This design comes from an exercise in tuning for a short achievable clock period and few clock cycles on the open sky130 flow, not from production work.
Only the layout flow was run in this run; the RTL was not checked for function there.
Power is estimated from default activity; no workload was simulated.

===== design/flow/config.mk =====
export PLATFORM = sky130hd
export DESIGN_NAME = RV32Core
export DESIGN_NICKNAME = RV32Core
export VERILOG_FILES = /design/flow/design.v
export SDC_FILE = /design/flow/constraint.sdc
export NUM_CORES = 8
export LEC_CHECK = 0
export CAP_MARGIN = 20
export CORE_MARGIN = 2
export CORE_UTILIZATION = 35
export PLACE_DENSITY = 0.55
export SLEW_MARGIN = 20
export SYNTH_HIERARCHICAL = 1

===== design/flow/constraint.sdc =====
create_clock -name core_clock -period 10.0 [get_ports {CPU_CLK}]
set_input_delay 2.0000 -clock core_clock [delete_from_list [all_inputs] [get_ports {CPU_CLK}]]
set_output_delay 2.0000 -clock core_clock [all_outputs]
set_load 0.01 [all_outputs]

===== design/flow/design.v =====
`timescale 1ns / 1ps
`timescale 1ns / 1ps
module ALU(
    input wire [31:0] aA, oA, a, o2, imm, pc,
    input wire s_add, s_sub, s_sll, s_srl, s_sra, s_slt, s_sltu, s_xor, s_or, s_and,
               s_imm, s_pcadd, s_pc4,
    output wire [31:0] sum,
    output wire [31:0] pcadd,
    output wire [31:0] pc4,
    output wire [31:0] res
    );
    assign sum = aA + oA;
    wire [31:0] diff = aA - oA;
    wire [31:0] shl  = a << o2[4:0];
    wire [31:0] shr  = a >> o2[4:0];
    wire [31:0] sra  = $signed(a) >>> o2[4:0];
    wire        lts  = $signed(a) < $signed(o2);
    wire        ltu  = a < o2;
    assign pcadd = pc + imm;
    assign pc4   = pc + 32'd4;
    wire [31:0] oth = ({32{s_sll}} & shl) |
                      ({32{s_srl}} & shr) | ({32{s_sra}} & sra) | {31'd0, (s_slt & lts) | (s_sltu & ltu)} |
                      ({32{s_xor}} & (a ^ o2)) | ({32{s_or}} & (a | o2)) | ({32{s_and}} & (a & o2)) |
                      ({32{s_imm}} & imm) | ({32{s_pcadd}} & pcadd) | ({32{s_pc4}} & pc4);
    assign res = s_add ? sum : s_sub ? diff : oth;
endmodule
`timescale 1ns / 1ps
module BranchDecisionMaking(
    input wire [2:0] f3,
    input wire [31:0] a, b,
    output reg taken
    );
    wire beq = a == b;
    wire blt = $signed(a) < $signed(b);
    wire bltu = a < b;
    always @(*) begin
        case (f3)
            3'd0: taken = beq;
            3'd1: taken = !beq;
            3'd4: taken = blt;
            3'd5: taken = !blt;
            3'd6: taken = bltu;
            default: taken = !bltu;
        endcase
    end
endmodule
`timescale 1ns / 1ps
module DataExt(
    input wire [31:0] rd,
    input wire [2:0] f3,
    input wire [1:0] a,
    input wire ld,
    input wire [31:0] res,
    output wire [31:0] wdata
    );
    reg [31:0] ldv;
    always @(*) begin
        case (f3)
            3'd0: case (a)
                    2'd0: ldv = {{24{rd[7]}}, rd[7:0]};
                    2'd1: ldv = {{24{rd[15]}}, rd[15:8]};
                    2'd2: ldv = {{24{rd[23]}}, rd[23:16]};
                    default: ldv = {{24{rd[31]}}, rd[31:24]};
                  endcase
            3'd1: ldv = a[1] ? {{16{rd[31]}}, rd[31:16]} : {{16{rd[15]}}, rd[15:0]};
            3'd4: case (a)
                    2'd0: ldv = {24'd0, rd[7:0]};
                    2'd1: ldv = {24'd0, rd[15:8]};
                    2'd2: ldv = {24'd0, rd[23:16]};
                    default: ldv = {24'd0, rd[31:24]};
                  endcase
            3'd5: ldv = a[1] ? {16'd0, rd[31:16]} : {16'd0, rd[15:0]};
            default: ldv = rd;
        endcase
    end
    assign wdata = ld ? ldv : res;
endmodule
`timescale 1ns / 1ps
module NPC_Generator(
    input wire [31:0] pc,
    input wire [31:0] ir,
    output wire [31:0] tgt
    );
    wire [31:0] imm_j = {{11{ir[31]}}, ir[31], ir[19:12], ir[20], ir[30:21], 1'b0};
    wire [31:0] imm_b = {{19{ir[31]}}, ir[31], ir[7], ir[30:25], ir[11:8], 1'b0};
    assign tgt = pc + (ir[2] ? imm_j : imm_b);
endmodule
`timescale 1ns / 1ps
module RegisterFile(
    input wire [32*31-1:0] rf_flat,
    input wire [31:1] rf_v,
    input wire [31:0] oh1, oh2,
    output reg [31:0] rv1, rv2
    );
    integer ri;
    always @(*) begin
        rv1 = 32'd0;
        rv2 = 32'd0;
        for (ri = 1; ri < 32; ri = ri + 1) begin
            rv1 = rv1 | ({32{oh1[ri] & rf_v[ri]}} & rf_flat[32*(ri-1) +: 32]);
            rv2 = rv2 | ({32{oh2[ri] & rf_v[ri]}} & rf_flat[32*(ri-1) +: 32]);
        end
    end
endmodule
`timescale 1ns / 1ps
module RV32Core(
    input wire CPU_CLK,
    input wire CPU_RST,
    output wire [31:0] IMEM_A,
    input wire [31:0] IMEM_RD,
    output wire [31:0] DMEM_A,
    output wire [31:0] DMEM_WD,
    output wire [3:0] DMEM_WE,
    input wire [31:0] DMEM_RD
    );
    wire clk = CPU_CLK;
    wire rst = CPU_RST;
    localparam NBTB = 2;
    reg [31:0] pc_f;           
    reg        v_i;            
    reg [31:0] pc_i;
    reg        bh_i;           
    reg        skid_v;         
    reg [31:0] skid, skid_pc, skid_tgt;
    reg        skid_bh;
    reg        v_d;
    reg [31:0] pc_d;
    reg        bh_d;
    reg [31:0] oh1, oh2;       
    reg [4:0]  rs1_d, rs2_d, rd_d;
    reg [2:0]  f3_d;
    reg        ld_d, st_d, br_d, jalr_d, jal_d;
    reg        use1_d, use2_d, wr_d, bimm_d, useA_d, useC_d, useS_d, useM_d;
    reg        rdir_d;         
    reg [31:0] imm_d, tgt_d;
    reg        s_add_d, s_sub_d, s_sll_d, s_srl_d, s_sra_d, s_slt_d, s_sltu_d,
               s_xor_d, s_or_d, s_and_d, s_imm_d, s_pcadd_d, s_pc4_d;
    reg        v_e;
    reg [31:0] pc_e;
    reg [4:0]  rd_e;
    reg        wr_e;           
    reg        ld_e, st_e, br_e, jalr_e, jal_e;
    reg [2:0]  f3_e;
    reg [31:0] imm_e;
    reg [31:0] aA_1, aA_o, oA_1, oA_o;
    reg [31:0] aC_1, aC_o, bC_1, bC_o;
    reg [31:0] a_1, a_o, o_1, o_o;
    reg        s_add, s_sub, s_sll, s_srl, s_sra, s_slt, s_sltu, s_xor, s_or, s_and,
               s_imm, s_pcadd, s_pc4;
    reg        pt_e;           
    reg [31:0] res_m;
    reg [31:0] dmem_a_q;
    reg [31:0] dmem_wd_q;
    reg [3:0]  dmem_we_q;
    reg [4:0]  rd_m;
    reg        v_m, wr_m, ld_m;
    reg [2:0]  f3_m;
    reg [31:0] res_w;
    reg [4:0]  rd_w;
    reg        wr_w, ld_w;
    reg [2:0]  f3_w;
    reg [1:0]  a_w;
    reg [31:0] rf [1:31];
    reg [31:1] rf_v;           
    reg [NBTB-1:0] btb_v;
    reg [29:0] btb_tag [0:NBTB-1];
    reg [29:0] btb_tgt [0:NBTB-1];
    reg        btb_ptr;
    assign IMEM_A  = pc_f;
    assign DMEM_A  = dmem_a_q;
    assign DMEM_WD = dmem_wd_q;
    assign DMEM_WE = dmem_we_q;
    reg        btb_hit;
    reg [29:0] btb_t;
    integer bi;
    always @(*) begin
        btb_hit = 1'b0;
        btb_t = 30'd0;
        for (bi = 0; bi < NBTB; bi = bi + 1)
            if (btb_v[bi] && btb_tag[bi] == pc_f[31:2]) begin
                btb_hit = 1'b1;
                btb_t = btb_t | btb_tgt[bi];
            end
    end
    wire [31:0] pc_f4 = pc_f + 32'd4;
    wire [31:0] tgt_i;
    NPC_Generator npc_gen(.pc(pc_i), .ir(IMEM_RD), .tgt(tgt_i));
    wire        src_v   = skid_v | v_i;
    wire [31:0] ir      = skid_v ? skid : IMEM_RD;
    wire [31:0] src_pc  = skid_v ? skid_pc : pc_i;
    wire        src_bh  = skid_v ? skid_bh : bh_i;
    wire [31:0] src_tgt = skid_v ? skid_tgt : tgt_i;
    wire [6:0] op = ir[6:0];
    wire [4:0] rd = ir[11:7];
    wire [2:0] f3 = ir[14:12];
    wire [4:0] rs1 = ir[19:15];
    wire [4:0] rs2 = ir[24:20];
    wire       f7b = ir[30];
    wire is_lui   = op == 7'b0110111;
    wire is_auipc = op == 7'b0010111;
    wire is_jal   = op == 7'b1101111;
    wire is_jalr  = op == 7'b1100111;
    wire is_br    = op == 7'b1100011;
    wire is_ld    = op == 7'b0000011;
    wire is_st    = op == 7'b0100011;
    wire is_opi   = op == 7'b0010011;
    wire is_op    = op == 7'b0110011;
    wire [31:0] imm_i = {{20{ir[31]}}, ir[31:20]};
    wire [31:0] imm_s = {{20{ir[31]}}, ir[31:25], ir[11:7]};
    wire [31:0] imm_b = {{19{ir[31]}}, ir[31], ir[7], ir[30:25], ir[11:8], 1'b0};
    wire [31:0] imm_u = {ir[31:12], 12'd0};
    wire [31:0] imm_j = {{11{ir[31]}}, ir[31], ir[19:12], ir[20], ir[30:21], 1'b0};
    reg  [31:0] src_oh1, src_oh2;
    integer oi;
    always @(*) begin
        for (oi = 0; oi < 32; oi = oi + 1) begin
            src_oh1[oi] = rs1 == oi;
            src_oh2[oi] = rs2 == oi;
        end
    end
    wire [31:0] rv1, rv2;
    wire [32*31-1:0] rf_flat;
    genvar gi;
    generate
        for (gi = 1; gi < 32; gi = gi + 1) begin : rff
            assign rf_flat[32*(gi-1) +: 32] = rf[gi];
        end
    endgenerate
    RegisterFile rf_read(.rf_flat(rf_flat), .rf_v(rf_v), .oh1(oh1), .oh2(oh2), .rv1(rv1), .rv2(rv2));
    wire d1a = v_e && wr_e && rd_e == rs1_d;    
    wire d2a = v_m && wr_m && rd_m == rs1_d;
    wire d3a = wr_w && rd_w == rs1_d;
    wire d1b = v_e && wr_e && rd_e == rs2_d;
    wire d2b = v_m && wr_m && rd_m == rs2_d;
    wire d3b = wr_w && rd_w == rs2_d;
    wire haz1 = use1_d && ((d1a && ld_e) || (!d1a && d2a && ld_m));
    wire haz2 = use2_d && ((d1b && ld_e) || (!d1b && d2b && ld_m));
    wire stall = v_d && (haz1 || haz2);
    wire ga1 = d1a;
    wire ga2 = !d1a && d2a;
    wire ga3 = !d1a && !d2a && d3a;
    wire gar = !d1a && !d2a && !d3a;
    wire gb1 = d1b;
    wire gb2 = !d1b && d2b;
    wire gb3 = !d1b && !d2b && d3b;
    wire gbr = !d1b && !d2b && !d3b;
    wire [31:0] wdata;
    wire [31:0] vaA = ({32{ga2 & useA_d}} & res_m) | ({32{ga3 & useA_d}} & wdata) | ({32{gar & useA_d}} & rv1);
    wire [31:0] vaC = ({32{ga2 & useC_d}} & res_m) | ({32{ga3 & useC_d}} & wdata) | ({32{gar & useC_d}} & rv1);
    wire [31:0] vaM = ({32{ga2 & useM_d}} & res_m) | ({32{ga3 & useM_d}} & wdata) | ({32{gar & useM_d}} & rv1);
    wire [31:0] vbC = ({32{gb2 & useS_d}} & res_m) | ({32{gb3 & useS_d}} & wdata) | ({32{gbr & useS_d}} & rv2);
    wire [31:0] voA = bimm_d ? (imm_d & {32{useA_d}}) :
                      ({32{gb2 & useA_d}} & res_m) | ({32{gb3 & useA_d}} & wdata) | ({32{gbr & useA_d}} & rv2);
    wire [31:0] voM = bimm_d ? (imm_d & {32{useM_d}}) :
                      ({32{gb2 & useM_d}} & res_m) | ({32{gb3 & useM_d}} & wdata) | ({32{gbr & useM_d}} & rv2);
    wire redir_d = v_d && !bh_d && rdir_d;
    wire pt_d = bh_d || redir_d;    
    wire [31:0] aA = aA_1 | aA_o;
    wire [31:0] oA = oA_1 | oA_o;
    wire [31:0] aC = aC_1 | aC_o;
    wire [31:0] bC = bC_1 | bC_o;
    wire [31:0] a  = a_1 | a_o;
    wire [31:0] o2 = o_1 | o_o;
    wire [31:0] b  = bC;
    wire [31:0] sum, pcadd, pc4, res_e;
    ALU alu(.aA(aA), .oA(oA), .a(a), .o2(o2), .imm(imm_e), .pc(pc_e),
            .s_add(s_add), .s_sub(s_sub), .s_sll(s_sll), .s_srl(s_srl), .s_sra(s_sra),
            .s_slt(s_slt), .s_sltu(s_sltu), .s_xor(s_xor), .s_or(s_or), .s_and(s_and),
            .s_imm(s_imm), .s_pcadd(s_pcadd), .s_pc4(s_pc4),
            .sum(sum), .pcadd(pcadd), .pc4(pc4), .res(res_e));
    wire taken;
    BranchDecisionMaking bdm(.f3(f3_e), .a(aC), .b(bC), .taken(taken));
    wire act = br_e ? taken : jal_e;          
    wire misp = v_e && (jalr_e || act != pt_e);
    wire [31:0] tgt_e = jalr_e ? {sum[31:1], 1'b0} : pt_e ? pc4 : pcadd;
    reg [3:0] we_e;
    reg [31:0] wd_e;
    always @(*) begin
        case (f3_e[1:0])
            2'd0: begin we_e = 4'b0001 << sum[1:0]; wd_e = {4{b[7:0]}}; end
            2'd1: begin we_e = sum[1] ? 4'b1100 : 4'b0011; wd_e = {2{b[15:0]}}; end
            default: begin we_e = 4'b1111; wd_e = b; end
        endcase
        if (!(v_e && st_e)) we_e = 4'b0000;
    end
    DataExt dext(.rd(DMEM_RD), .f3(f3_w), .a(a_w), .ld(ld_w), .res(res_w), .wdata(wdata));
    always @(posedge clk) begin
        if (wr_w) rf[rd_w] <= wdata;
    end
    wire take_d = redir_d && !stall && !misp;
    wire btb_upd = v_e && act;
    always @(posedge clk) begin
        if (rst) begin
            pc_f <= 32'd0;
            v_i <= 1'b0;
            skid_v <= 1'b0;
            v_d <= 1'b0;
            v_e <= 1'b0;
            v_m <= 1'b0;
            wr_w <= 1'b0;
            dmem_we_q <= 4'd0;
            btb_v <= {NBTB{1'b0}};
            btb_ptr <= 1'b0;
            rf_v <= 31'd0;
        end else begin
            if (wr_w) rf_v[rd_w] <= 1'b1;
            pc_f <= misp ? tgt_e : take_d ? tgt_d : stall ? pc_f : btb_hit ? {btb_t, 2'b00} : pc_f4;
            v_i <= !(misp || take_d);
            if (misp || take_d) begin
                v_d <= 1'b0;
                skid_v <= 1'b0;
            end else if (stall) begin
                if (v_i) skid_v <= 1'b1;
            end else begin
                v_d <= src_v;
                skid_v <= 1'b0;
            end
            v_e <= v_d && !stall && !misp;
            v_m <= v_e;
            dmem_we_q <= we_e;    
            wr_w <= v_m && wr_m;
            if (btb_upd) begin : upd
                reg found;
                integer k;
                found = 1'b0;
                for (k = 0; k < NBTB; k = k + 1)
                    if (btb_v[k] && btb_tag[k] == pc_e[31:2]) found = 1'b1;
                if (!found) begin
                    btb_v[btb_ptr] <= 1'b1;
                    btb_ptr <= !btb_ptr;
                end
            end
        end
    end
    always @(posedge clk) begin
        pc_i <= pc_f;
        bh_i <= btb_hit;
        if (stall && !skid_v) begin
            skid <= IMEM_RD;
            skid_pc <= pc_i;
            skid_bh <= bh_i;
            skid_tgt <= tgt_i;
        end
        if (!stall) begin
            pc_d <= src_pc;
            bh_d <= src_bh;
            tgt_d <= src_tgt;
            oh1 <= src_oh1;
            oh2 <= src_oh2;
            rs1_d <= rs1;
            rs2_d <= rs2;
            rd_d <= rd;
            f3_d <= f3;
            ld_d <= is_ld;
            st_d <= is_st;
            br_d <= is_br;
            jalr_d <= is_jalr;
            jal_d <= is_jal;
            use1_d <= is_jalr | is_br | is_ld | is_st | is_opi | is_op;
            use2_d <= is_br | is_st | is_op;
            wr_d <= (is_lui | is_auipc | is_jal | is_jalr | is_ld | is_opi | is_op) && rd != 5'd0;
            bimm_d <= !(is_op || is_br);
            useA_d <= is_ld | is_st | is_jalr | ((is_op | is_opi) & f3 == 3'd0);   
            useC_d <= is_br;                                                       
            useS_d <= is_br | is_st;                                               
            useM_d <= (is_op | is_opi) & f3 != 3'd0;                               
            rdir_d <= is_jal || (is_br && ir[31]);
            imm_d <= is_st ? imm_s : is_br ? imm_b : (is_lui | is_auipc) ? imm_u : is_jal ? imm_j : imm_i;
            s_add_d  <= (is_op && f3 == 3'd0 && !f7b) || (is_opi && f3 == 3'd0);
            s_sub_d  <= is_op && f3 == 3'd0 && f7b;
            s_sll_d  <= (is_op || is_opi) && f3 == 3'd1;
            s_slt_d  <= (is_op || is_opi) && f3 == 3'd2;
            s_sltu_d <= (is_op || is_opi) && f3 == 3'd3;
            s_xor_d  <= (is_op || is_opi) && f3 == 3'd4;
            s_srl_d  <= (is_op || is_opi) && f3 == 3'd5 && !f7b;
            s_sra_d  <= (is_op || is_opi) && f3 == 3'd5 && f7b;
            s_or_d   <= (is_op || is_opi) && f3 == 3'd6;
            s_and_d  <= (is_op || is_opi) && f3 == 3'd7;
            s_imm_d  <= is_lui;
            s_pcadd_d <= is_auipc;
            s_pc4_d  <= is_jal || is_jalr;
        end
        pc_e <= pc_d;
        rd_e <= rd_d;
        wr_e <= wr_d;
        ld_e <= ld_d;
        st_e <= st_d;
        br_e <= br_d;
        jalr_e <= jalr_d;
        jal_e <= jal_d;
        f3_e <= f3_d;
        imm_e <= imm_d;
        aA_1 <= res_e & {32{ga1 & useA_d}};
        aA_o <= vaA;
        oA_1 <= res_e & {32{gb1 & !bimm_d & useA_d}};
        oA_o <= voA;
        aC_1 <= res_e & {32{ga1 & useC_d}};
        aC_o <= vaC;
        bC_1 <= res_e & {32{gb1 & useS_d}};
        bC_o <= vbC;
        a_1 <= res_e & {32{ga1 & useM_d}};
        a_o <= vaM;
        o_1 <= res_e & {32{gb1 & !bimm_d & useM_d}};
        o_o <= voM;
        s_add <= s_add_d;
        s_sub <= s_sub_d;
        s_sll <= s_sll_d;
        s_srl <= s_srl_d;
        s_sra <= s_sra_d;
        s_slt <= s_slt_d;
        s_sltu <= s_sltu_d;
        s_xor <= s_xor_d;
        s_or <= s_or_d;
        s_and <= s_and_d;
        s_imm <= s_imm_d;
        s_pcadd <= s_pcadd_d;
        s_pc4 <= s_pc4_d;
        pt_e <= pt_d;
        res_m <= res_e;
        dmem_a_q <= sum;
        dmem_wd_q <= wd_e;
        rd_m <= rd_e;
        wr_m <= wr_e;
        ld_m <= ld_e;
        f3_m <= f3_e;
        res_w <= res_m;
        rd_w <= rd_m;
        ld_w <= ld_m;
        f3_w <= f3_m;
        a_w <= dmem_a_q[1:0];
        if (btb_upd && !rst) begin : upd2
            reg found;
            integer k;
            found = 1'b0;
            for (k = 0; k < NBTB; k = k + 1)
                if (btb_v[k] && btb_tag[k] == pc_e[31:2]) found = 1'b1;
            if (!found) begin
                btb_tag[btb_ptr] <= pc_e[31:2];
                btb_tgt[btb_ptr] <= pcadd[31:2];
            end
        end
    end
endmodule

===== design/flow/flow/run.sh =====
#!/bin/bash
set -euo pipefail
MARGIN=${MARGIN:-7}
bash standard.sh SETUP_SLACK_MARGIN=$MARGIN finish > standard_flow.log 2>&1

===== design/flow/standard.sh =====
#!/bin/bash
# synth_recipe.tcl (not shown) runs the flow's synth.tcl, then flattens the netlist and writes it again
# the make line also repeats each setting of config.mk as NAME=value (left out here)
make -C /OpenROAD-flow-scripts/flow DESIGN_CONFIG=/design/flow/config.mk WORK_HOME=/design/flow/orfs CLKGATE_MAP_FILE= SYNTH_SCRIPT=/design/flow/synth_recipe.tcl "${@:-finish}"

==> flow_metrics.py <==
metrics = {
    "cells_and_area": {
        "fillers": 26000,
        "areaGrowthSynthToFinish_pct": 30.4,
        "finish.utilization": 0.459,
        "drive_gt1_frac": 0.303,
        "final_common_cell": "edfxtp_1",
        "stdcell_area_sq_um": 132000,
        "reg_top3": "rf x992, btb_tag x60, btb_tgt x60",
        "largest_register_ffs": 992,
        "finalNetCount": 10200,
        "final_cell_mix": "1,412 x edfxtp_1, 808 x nand3_1, 594 x buf_4",
        "regMostFlops": "rf",
        "stdcell_count": 13900,
    },
    "sta": {
        "finalCritPeriodShare": 0.407,
        "finalSetupViolCount": 0,
        "finalCriticalPeriod_ps": 4070,
        "final-hold-violation-count": 0,
        "setup_tns_ps": 0,
        "skew_ps": 154,
        "relSlewSlack": 0.0569,
        "tightest_slew_ps": 1400,
        "fmax_mhz": 246,
        "rsz0062_at_grt": "true",
        "drv_slew": 0,
    },
    "synthesis": {
        "syn_nets": 9387,
        "synthCells": 9051,
        "ys_warn_count": 10,
        "syn_area_sq_um": 102000,
        "syn_avg_cell_area_sq_um": 11.2,
    },
    "place": {
        "port_buffers": 165,
        "dpl-instance-area_sq_um": 109000,
        "gp_congestion": 0.997,
        "dp_hpwl_mm": 324,
        "placed_cells": 12600,
    },
    "floorplanning": {
        "die_x_microns": 543,
        "rows": 197,
        "die-area_sq_um": 294000,
        "chipHeight_microns": 543,
        "ios": 166,
        "placeableCoreArea_sq_um": 288000,
        "start_util": 0.352,
    },
    "drt": {
        "via_count": 92900,
        "post-route-drc-count": 0,
        "post_drt_wl_per_cell_microns": 39.1,
        "drt_first_iter_violations": 17800,
        "vias_per_cell": 6.70,
        "postRouteAntennaNets": 0,
        "wl_mm": 542,
        "dr.pass1.iters": 15,
    },
    "critical_path": {
        "worstSetupPathType": "flip-flop to flip-flop",
        "r2r_setup_slack_ps": 5930,
        "rr_worst_depth": 18,
        "worstPathArrival_ps": 4890,
        "path_max_fanout": 22,
        "start_kind": "flip-flop",
        "worst_ep_required_time_ps": 10820,
        "reg2reg_from": "aC_1[9]",
        "end_kind": "flip-flop",
        "rr_endpoint": "pc_f[19]",
    },
    "pwr": {
        "finalPower_w": 0.0194,
        "switching_power_w": 0.00453,
        "power_leakage_nw": 49.7,
        "pwr-share-clk": 0.466,
        "switching_share": 0.233,
        "powerDensity_nw_per_um2": 147,
        "p_comb_frac": 0.044,
        "power_frac_seq": 0.490,
        "irDropWorstVdd_mv": 0.177,
        "p_int_w": 0.0149,
    },
    "cts": {
        "h-tree-depth": 4,
        "ctsHoldBuffers": 0,
        "worst_skew_pair.late_latency_ps": 1000,
        "clkSinkCount": 2146,
        "clockBufferDepth": 4,
        "clkTransAtPathRegs_ps": 70,
        "cts_tree": "done",
        "cts-buffers-inserted": 231,
        "root_buffer": "clkbuf_16",
    },
    "min_path": {
        "hp-class": "flip-flop to flip-flop",
        "min_to": "jalr_e",
        "min_path_cells": 0,
        "hold_path_startpoint": "jalr_d",
    },
    "grt": {
        "grt_pass1_wl_mm": 709,
        "grt_usage": 0.347,
        "grt_pass1_vias": 85600,
        "grt_antenna_before_repair": 54,
        "grt_max_degree": 82,
        "gr-total-overflow": 0,
    },
    "outcome": {
        "outcome": "no timing/DRC/antenna violations",
    },
    "job": {
        "drv_cap": 0,
    },
}
-- cell type report --
cell class,count,area (sq um),area share
diodes,69,173,0.00130
clock buffers,293,6470,0.0489
clock inverters,136,1510,0.0114
inverters,356,1390,0.0105
multi-input cells,5877,46900,0.354
flip-flops and latches,2146,57400,0.434
well taps,3781,4730,0.0357
repair buffers,1209,13800,0.104
-- what timing repair did --
item                                    4_1_cts  5_1_grt
endpoints found under the setup margin     2359     1526
hold endpoints to repair                      0        0
pin swaps                                   364      337
gates cloned                                 54       42
buffers inserted                            433      227
gates resized for setup                    1850      650
-- routing by layer --
| layer | routed length, microns | track usage | vias to the layer above |
|---|---|---|---|
| met5 | 1000 | 0.0107 | - |
| met2 | 219000 | 0.493 | 8637 |
| met4 | 57600 | 0.291 | 35 |
| met3 | 79400 | 0.138 | 2670 |
| li1 | - | - | 36300 |
| met1 | 185000 | 0.408 | 45200 |
-- worst max-delay path, cell delays in order, from the launching register on --
cell and delay (ps):
dfxtp_1 300, or2_4 250, ha_4 270, nand4_1 220
nor4_4 320, buf_4 180, o21ai_1 90, a31oi_2 180
o21ai_1 90, o311ai_1 80, buf_4 240, mux2i_4 110
xnor2_2 190, buf_4 180, o21a_4 300, a31oi_4 360
nand3_1 120, a21oi_1 220, o221a_2 210
-- worst max-delay path by stage --
stage | depth (start not counted) | endpoint | startpoint | slack [ps]
global placement | 12 | tgt_d[31] | IMEM_RD[2] | 4100
CTS | 12 | tgt_d[25] | IMEM_RD[2] | 6060
finish | 18 | pc_f[19] | aC_1[9] | 5930
detailed placement | 12 | tgt_d[31] | IMEM_RD[2] | 4160
global route | 20 | pc_f[24] | aC_o[10] | 5890
floorplan | 12 | tgt_d[29] | IMEM_RD[2] | 5330
-- power groups by stage --
stage | registers (W) | clock network, W | logic, W
6_report | 0.00953 | 0.00907 | 0.000852
5_1_grt | 0.00952 | 0.00941 | 0.000872
4_1_cts | 0.00952 | 0.00906 | 0.000730
3_5_place_dp | 0.00973 | 0 | 0.000552
3_3_place_gp | 0.00973 | 0 | 0.000547
2_1_floorplan | 0.00966 | 0 | 0.000306
-- stage by stage --
| step | setup slack (ps) | hold WS, ps |
|---|---|---|
| CTS | 6060 | 265 |
| finish | 5930 | 272 |
| global placement | 4100 | 315 |
| detailed placement | 4160 | 320 |
| global route | 5890 | 293 |
| floorplan | 5330 | 310 |

port drivers added, routing unchanged:
The flow's constraints put no driver on any port. The routed layout listed below was extracted and timed again, unchanged, in two steps. Step 1: set_driving_cell puts a clkbuf_16 on CPU_CLK and a buf_2 on each other input, an assumption about the parent block. Step 2 moves the port delays by t, midway between the first and last clock arrival at a register: inputs arrive t later, outputs are due t later. That takes back most of the time a late clock gives input paths. Three values: ideal ports, drivers, drivers and shift; two values: the first two.
shift t [ns]: 1.022
slack for setup (ns): 5.927 / 5.927 / 5.010
worst slew at a driven data input, ns: 0.12
After both steps this run still meets setup and hold. The setup slack of this run moves by 0.000 ns with the drivers and by -0.917 ns with both steps.
